This is an optimization exercise on Yosys and OpenROAD, whose aim is small area, a short achievable clock period and few clock cycles, not a production implementation.
Power figures rest on the tool's default switching activity, not on a simulated workload.

==> flow/design.v <==
`timescale 1ns / 1ps
module CPU_COMP(
input clk,
input rst,
output wire [15:0] imem_addr,
input [7:0] imem_data,
output wire [15:0] dmem_addr,
output wire [7:0] dmem_wdata,
output wire dmem_we,
input [7:0] dmem_rdata,
output wire done
);
reg [15:0] pc;
reg [7:0]  ir;                
reg [7:0]  ir2;               
reg        t_op;              
reg        t_hil;             
reg        t_lol;             
reg        t_hij;             
reg        t_imm;             
reg [13:0] bsel;              
reg [15:0] ac;
reg [15:0] g [1:12];
reg [12:1] gv;                
reg        z;
reg        done_r;
wire [3:0] op = ir[7:4];
wire [3:0] x  = ir[3:0];
wire o_ldac = t_op & (op == 4'h1);
wire o_wr   = t_op & (op == 4'h2);
wire o_tr   = t_op & (op == 4'h3);
wire o_ldr  = t_op & (op == 4'h4);
wire o_jp   = t_op & (op == 4'h5);
wire o_add  = t_op & (op == 4'h6);
wire o_sub  = t_op & (op == 4'h7);
wire o_inc  = t_op & (op == 4'hA);
wire o_dec  = t_op & (op == 4'hB);
wire o_shl  = t_op & (op == 4'hC);
wire o_shr  = t_op & (op == 4'hD);
wire o_clac = t_op & (op == 4'hE);
wire o_two  = t_op & ((op == 4'h0) | (op == 4'h5) | (op == 4'h8) | (op == 4'h9));
wire subi   = t_imm & ir2[4];
integer k;
reg [15:0] b;
always @(*) begin
    b = bsel[0] ? ac : 16'd0;
    for (k = 1; k <= 12; k = k + 1)
        if (bsel[k] & gv[k]) b = b | g[k];
    if (bsel[13]) b = b | {t_lol ? ir2 : 8'd0, ir};
end
wire inv = o_sub | subi;
wire [15:0] xa = (o_tr | o_inc) ? 16'd0 : o_dec ? 16'hFFFF : ac;
wire [15:0] sum = xa + (b ^ {16{inv}}) + {15'd0, inv | o_inc};
wire sh_two = x[3] | x[2] | x[1];
wire sh_any = sh_two | x[0];
wire [15:0] shl = sh_two ? {ac[13:0], 2'b0} : {ac[14:0], 1'b0};
wire [15:0] shr = sh_two ? {2'b0, ac[15:2]} : {1'b0, ac[15:1]};
wire stall = (o_shl | o_shr) & (x[3] | x[2] | (x[1] & x[0]));    
wire wg = o_ldr | o_inc | o_dec;
wire [15:0] gdata = ir[7] ? sum : ac;
assign dmem_addr  = b;
assign dmem_wdata = ac[7:0];
assign dmem_we    = o_wr;
assign imem_addr  = pc;
assign done       = done_r;
wire skip = o_jp & z;
wire n_op  = ~(t_hil | t_hij | o_two);
wire n_hil = t_op & (op == 4'h0);
wire n_hij = o_jp & ~z;
wire n_imm = t_op & ((op == 4'h8) | (op == 4'h9));
wire n_lol = t_hil;
wire [3:0] nop_ = imem_data[7:4];
wire [3:0] nx   = imem_data[3:0];
wire use_g1 = (nop_ == 4'h2) | (nop_ == 4'h6) | (nop_ == 4'h7);
wire [3:0] nsel = use_g1 ? 4'd1 : nx;
always @(posedge clk) begin
    if (stall) ir[3:0] <= x - 4'd2;       
    else ir <= imem_data;
    ir2 <= ir;
end
always @(posedge clk) begin
    if (rst) begin
        pc <= 16'd0;
        t_op <= 1'b0;
        t_hil <= 1'b0;
        t_lol <= 1'b0;
        t_hij <= 1'b0;
        t_imm <= 1'b0;
        bsel <= 14'd0;
        ac <= 16'd0;
        z <= 1'b0;
        gv <= 12'd0;
        done_r <= 1'b0;
    end else begin
        if (t_hij) pc <= {ir, imem_data};
        else pc <= pc + {14'd0, skip, ~skip & ~stall};
        if (pc[15:1] == 15'd166) done_r <= 1'b1;
        t_op  <= n_op | stall;
        t_hil <= n_hil;
        t_lol <= n_lol;
        t_hij <= n_hij;
        t_imm <= n_imm;
        for (k = 0; k <= 12; k = k + 1)
            bsel[k] <= n_op & (nsel == k);
        bsel[13] <= n_imm | n_lol;
        if (t_lol | o_ldac) ac <= {8'd0, dmem_rdata};
        else if (t_imm | o_tr | o_add | o_sub | ((o_inc | o_dec) & bsel[0])) ac <= sum;
        else if (o_shl & sh_any) ac <= shl;
        else if (o_shr & sh_any) ac <= shr;
        else if (o_clac) ac <= 16'd0;
        if (o_sub | subi | o_dec) z <= (sum == 16'd0);
        for (k = 1; k <= 12; k = k + 1)
            if (wg & bsel[k]) gv[k] <= 1'b1;
    end
end
always @(posedge clk) begin
    for (k = 1; k <= 12; k = k + 1)
        if (wg & bsel[k]) g[k] <= gdata;
end
endmodule
Settings: LEC_CHECK=0, CAP_MARGIN=20, CORE_MARGIN=2, CORE_UTILIZATION=40, SETUP_SLACK_MARGIN=5, SLEW_MARGIN=20; clock period 8.0 ns.
run.sh (not shown) runs the stock make flow with config.mk's settings and CLKGATE_MAP_FILE= SYNTH_SCRIPT=/design/flow/synth_recipe.tcl, a recipe that flattens the netlist after the stock synthesis.
Rerun with:
--- a/flow/design.v
+++ b/flow/design.v
@@ -20,4 +20,5 @@
 reg        t_imm;             
 reg [13:0] bsel;              
+reg [12:1] wsel;              
 reg [15:0] ac;
 reg [15:0] g [1:12];
@@ -46,9 +47,9 @@
     b = bsel[0] ? ac : 16'd0;
     for (k = 1; k <= 12; k = k + 1)
-        if (bsel[k] & gv[k]) b = b | g[k];
+        if (bsel[k]) b = b | g[k];
     if (bsel[13]) b = b | {t_lol ? ir2 : 8'd0, ir};
 end
 wire inv = o_sub | subi;
-wire [15:0] xa = (o_tr | o_inc) ? 16'd0 : o_dec ? 16'hFFFF : ac;
+wire [15:0] xa = (o_tr | o_inc | o_clac) ? 16'd0 : o_dec ? 16'hFFFF : ac;
 wire [15:0] sum = xa + (b ^ {16{inv}}) + {15'd0, inv | o_inc};
 wire sh_two = x[3] | x[2] | x[1];
@@ -58,5 +59,5 @@
 wire stall = (o_shl | o_shr) & (x[3] | x[2] | (x[1] & x[0]));    
 wire wg = o_ldr | o_inc | o_dec;
-wire [15:0] gdata = ir[7] ? sum : ac;
+wire [12:1] gw = wsel & {12{wg}};
 assign dmem_addr  = b;
 assign dmem_wdata = ac[7:0];
@@ -73,9 +74,14 @@
 wire [3:0] nx   = imem_data[3:0];
 wire use_g1 = (nop_ == 4'h2) | (nop_ == 4'h6) | (nop_ == 4'h7);
+wire use_b  = (nop_ == 4'h1) | (nop_ == 4'h3) | (nop_ == 4'hA) | (nop_ == 4'hB);
 wire [3:0] nsel = use_g1 ? 4'd1 : nx;
+wire n_opb = n_op & (use_g1 | use_b);
+wire [12:1] gv_now = gv | gw;
 always @(posedge clk) begin
     if (stall) ir[3:0] <= x - 4'd2;       
     else ir <= imem_data;
     ir2 <= ir;
+    for (k = 1; k <= 12; k = k + 1)
+        wsel[k] <= (nx == k);
 end
 always @(posedge clk) begin
@@ -101,20 +107,19 @@
         t_hij <= n_hij;
         t_imm <= n_imm;
-        for (k = 0; k <= 12; k = k + 1)
-            bsel[k] <= n_op & (nsel == k);
+        bsel[0] <= n_opb & (nsel == 4'd0);
+        for (k = 1; k <= 12; k = k + 1)
+            bsel[k] <= n_opb & (nsel == k) & gv_now[k];
         bsel[13] <= n_imm | n_lol;
         if (t_lol | o_ldac) ac <= {8'd0, dmem_rdata};
-        else if (t_imm | o_tr | o_add | o_sub | ((o_inc | o_dec) & bsel[0])) ac <= sum;
+        else if (t_imm | o_tr | o_add | o_sub | o_clac | ((o_inc | o_dec) & (x == 4'd0))) ac <= sum;
         else if (o_shl & sh_any) ac <= shl;
         else if (o_shr & sh_any) ac <= shr;
-        else if (o_clac) ac <= 16'd0;
         if (o_sub | subi | o_dec) z <= (sum == 16'd0);
-        for (k = 1; k <= 12; k = k + 1)
-            if (wg & bsel[k]) gv[k] <= 1'b1;
+        gv <= gv_now;
     end
 end
 always @(posedge clk) begin
     for (k = 1; k <= 12; k = k + 1)
-        if (wg & bsel[k]) g[k] <= gdata;
+        if (gw[k]) g[k] <= sum;
 end
 endmodule
After rerunning: Worst setup slack degrades by 150 ps. Final area falls slightly. Global-route usage falls by 1.2 points. Non-clock buffer count falls by 6. Power rises slightly. Combinational power falls by roughly a tenth. Die area stays flat. First-iteration DRC count falls by a few percent. Wire length falls by a few percent.
No functional check of the RTL was part of any run of this note.

afterwards: timing with drivers on the ports:
In the flow no input, the clock included, has a driving cell. The finished layouts below were timed again as built, in two steps.
Step 1 sets driving cells, clkbuf_16 on the clock port and buf_2 on the other inputs (assumed; they add their load-dependent delay and slew).
Step 2 adds t to the input delays and takes it off the output delays; t is the mean of the earliest and latest rising clock arrival at the registers after step 1. Input paths then give back, and output paths get back, about the clock's delay inside the block.
a / b / c = no drivers / after step 1 / after step 2; a / b = the first two.
run	t (ns)	setup slack, ns	worst hold slack (ns)	pins driven straight from the clock port
the first run	0.608	3.890 / 3.872 / 3.890	0.459 / 0.459 / 0.459	1
the second run	0.600	3.739 / 3.739 / 3.739	0.446 / 0.446 / 0.446	1
After both steps setup and hold are still met in every run listed.
